Context: an optimization exercise on an open-source flow, tuned for small area. The choices shown serve that exercise and are no tape-out recipe. Power figures rest on the tool's default switching activity, not on a simulated workload.

the baseline:
==> flow/design.v <==
module apb_switch(
input PCLK,
input PRESERN,
input PSEL,
input PENABLE,
output PREADY,
output PSLVERR,
input PWRITE,
input [31:0] PADDR,
input wire [31:0] PWDATA,
output [31:0] PRDATA,
output EN
);
assign PSLVERR = 1'b0;
assign PREADY = 1'b1;
wire write_enable = PENABLE & PWRITE & PSEL & (PADDR[15:0] == 16'h1000);
reg EN_REG;
assign EN = EN_REG;
assign PRDATA = {31'b0, EN_REG};
always @(posedge PCLK) begin
    if(~PRESERN)
        EN_REG <= 1'b0;
    else if(write_enable)
        EN_REG <= PWDATA[0];
end
endmodule
module N64_TO_UART(EN, PCLK, PRESETN, FIFO_FULL, FIFO_EMPTY, SIN, SOUT, FABINT, N64_IN, N64_OUT, N64_OE, DEBUG);
input            EN, PCLK, PRESETN, FIFO_FULL, FIFO_EMPTY, SIN;
input            N64_IN;
output           N64_OUT;
output           N64_OE;
output           SOUT;
output reg       FABINT;
output wire[4:0] DEBUG;
localparam [2:0] S_CMD     = 3'b000;
localparam [2:0] S_RESPOND = 3'b001;
localparam [2:0] S_READ    = 3'b010;
localparam [2:0] S_STALL   = 3'b011;
localparam [2:0] S_IDLE    = 3'b100;
reg [1:0] ff_sync;
always @(posedge PCLK) begin
    ff_sync <= {ff_sync[0], FIFO_FULL};
    FABINT  <= ff_sync[0] & ~ff_sync[1];
end
reg  [2:0]  state;
reg         chg;       
reg  [5:0]  idx;       
reg  [24:0] gp;        
reg         sat;       
reg  [2:0]  nxt;
localparam [24:0] GP_96  = 25'h10aaaff;
localparam [24:0] GP_24M = 25'h0efacbb;
wire in_cmd   = (state == S_CMD);
wire in_resp  = (state == S_RESPOND);
wire bit_sent = (gp == GP_96) & ~sat;
wire last     = idx[5] & idx[0];           
wire shift    = EN & in_cmd & bit_sent;
wire clr      = ~PRESETN | chg | shift;
wire cmd0 = (idx[1:0] == 2'b00) | (idx[5:1] == 5'b01111);
always @(*) begin
    nxt = state;
    if(~EN)
        nxt = S_IDLE;
    else
        case(state)
            S_CMD:     if(bit_sent & last) nxt = S_RESPOND;
            S_RESPOND: if(FIFO_FULL) nxt = S_READ; else if(sat) nxt = S_CMD;
            S_READ:    if(FIFO_EMPTY) nxt = S_STALL;
            S_STALL:   nxt = S_CMD;
            S_IDLE:    nxt = S_CMD;
            default:   nxt = state;
        endcase
end
always @(posedge PCLK) begin
    if(~PRESETN) begin
        state <= S_IDLE;
        chg   <= 1'b0;
        idx   <= 6'd0;
    end
    else begin
        state <= nxt;
        chg   <= (nxt != state);
        if(shift)
            idx <= last ? 6'd0 : idx + 6'd1;
    end
    gp  <= ~({25{clr}} | {gp[23:0], gp[24] ^ gp[21]});
    sat <= ~clr & (sat | (gp == GP_24M));
end
assign N64_OE   = EN & in_cmd;
assign N64_OUT  = cmd0;
assign SOUT     = ~(EN & in_resp) | N64_IN;
assign DEBUG    = {state, cmd0, N64_OE ? cmd0 : N64_IN};
endmodule
module N64_CTRL(
input         PCLK,
input         PRESERN,
input         PSEL,
input         PENABLE,
input         PWRITE,
input  [31:0] PADDR,
input  [31:0] PWDATA,
output [31:0] PRDATA,
output        PREADY,
output        PSLVERR,
input         FIFO_FULL,
input         FIFO_EMPTY,
input         SIN,
input         N64_IN,
output        N64_OUT,
output        N64_OE,
output        SOUT,
output        FABINT,
output [4:0]  DEBUG
);
wire EN;
apb_switch apb_switch_0(
    .PCLK    (PCLK),
    .PRESERN (PRESERN),
    .PSEL    (PSEL),
    .PENABLE (PENABLE),
    .PREADY  (PREADY),
    .PSLVERR (PSLVERR),
    .PWRITE  (PWRITE),
    .PADDR   (PADDR),
    .PWDATA  (PWDATA),
    .PRDATA  (PRDATA),
    .EN      (EN)
);
N64_TO_UART N64_TO_UART_0(
    .EN         (EN),
    .PCLK       (PCLK),
    .PRESETN    (PRESERN),
    .FIFO_FULL  (FIFO_FULL),
    .FIFO_EMPTY (FIFO_EMPTY),
    .SIN        (SIN),
    .SOUT       (SOUT),
    .FABINT     (FABINT),
    .N64_IN     (N64_IN),
    .N64_OUT    (N64_OUT),
    .N64_OE     (N64_OE),
    .DEBUG      (DEBUG)
);
endmodule
clock: 8.0 ns
lec_check: 0
cap_margin: 20
core_margin: 2
core_utilization: 40
slew_margin: 20
standard.sh (not shown) runs the stock make flow with config.mk's settings and CLKGATE_MAP_FILE= SYNTH_SCRIPT=/design/flow/synth_recipe.tcl, a recipe that flattens the netlist after the stock synthesis.
==> flow/flow/run.sh <==
#!/bin/bash
# Standard ORFS layout with two changes: the tie cells are not split per load
# (one tie cell per constant value), and ports are buffered with buf_1.
set -euo pipefail
bash standard.sh finish \
  SKIP_REPAIR_TIE_FANOUT=1 \
  "BUFFER_PORTS_ARGS=-buffer_cell sky130_fd_sc_hd__buf_1" \
  > flow_make.log 2>&1
Edits applied to the flow inputs when going from the baseline to the candidate:
# the baseline
export LEC_CHECK = 0
export CAP_MARGIN = 20
export CORE_MARGIN = 2
export CORE_UTILIZATION = 40
export SLEW_MARGIN = 20
create_clock -name core_clock -period 8.0 [get_ports {PCLK}]
# the candidate
export LEC_CHECK = 0
export ABC_AREA = 1
export CAP_MARGIN = 20
export CORE_MARGIN = 2
export CORE_UTILIZATION = 40
export SLEW_MARGIN = 20
create_clock -name core_clock -period 8.0 [get_ports {PCLK}]
==> flow/flow/run.sh <==
#!/bin/bash
# Standard ORFS layout with these changes: the tie cells are not split per load
# (one tie cell per constant value), ports are buffered with buf_1, and the
# clock tree is built without dummy loads from large sink clusters.
set -euo pipefail
bash standard.sh finish \
  SKIP_REPAIR_TIE_FANOUT=1 \
  "BUFFER_PORTS_ARGS=-buffer_cell sky130_fd_sc_hd__buf_1" \
  "CTS_ARGS=-sink_clustering_enable -sink_clustering_size 50 -sink_clustering_max_diameter 500 -buf_list sky130_fd_sc_hd__clkbuf_8 -dont_use_dummy_load -repair_clock_nets" \
  > flow_make.log 2>&1
## What came out
Power per cell area ends up higher on the baseline.
The number of cells in the finished layout apart from fillers number comes out lower for the baseline vs the candidate.
Switching power, the candidate and the baseline, higher one = the baseline.
The worst hold slack in the candidate sits 0.0040 ns above the value recorded for the baseline.
Total nets after synthesis grows by more than a quarter when moving from the baseline to the candidate.
Instance count on the critical path was higher in the candidate than in the baseline.
The candidate vs the baseline — synthesized instance count climbed by more than a quarter
Compared with the baseline, the candidate shows a higher setup slack.
The candidate ends up with higher area after synthesis than the baseline does.
No run of this note included a check of the RTL's function; only the layout flow was run.

## separate check: timing with driven ports
How much do the figures lean on ideal ports? The routed layouts below were timed once more, with nothing changed but the port constraints. Step 1: set_driving_cell puts a clkbuf_16 on PCLK and a buf_2 on each other input, an assumption about the parent block. Step 2, shift: input delay + t, output delay - t, t = (earliest + latest rising clock arrival at the registers) / 2. This alone moves slack from input paths to output paths. Slacks: ideal / step 1 / step 2; pairs: ideal / step 1.
run | shift t [ns] | setup WS [ns] | worst data-port slew with drivers (ns)
the baseline | 0.317 | 3.944 / 3.925 / 3.925 | 0.03
the candidate | 0.312 | 4.379 / 4.357 / 4.357 | 0.03
After both steps setup and hold are still met in every run listed. For the candidate, which loses most, drivers alone change the setup slack by -0.022 ns; drivers and shift together by -0.022 ns.
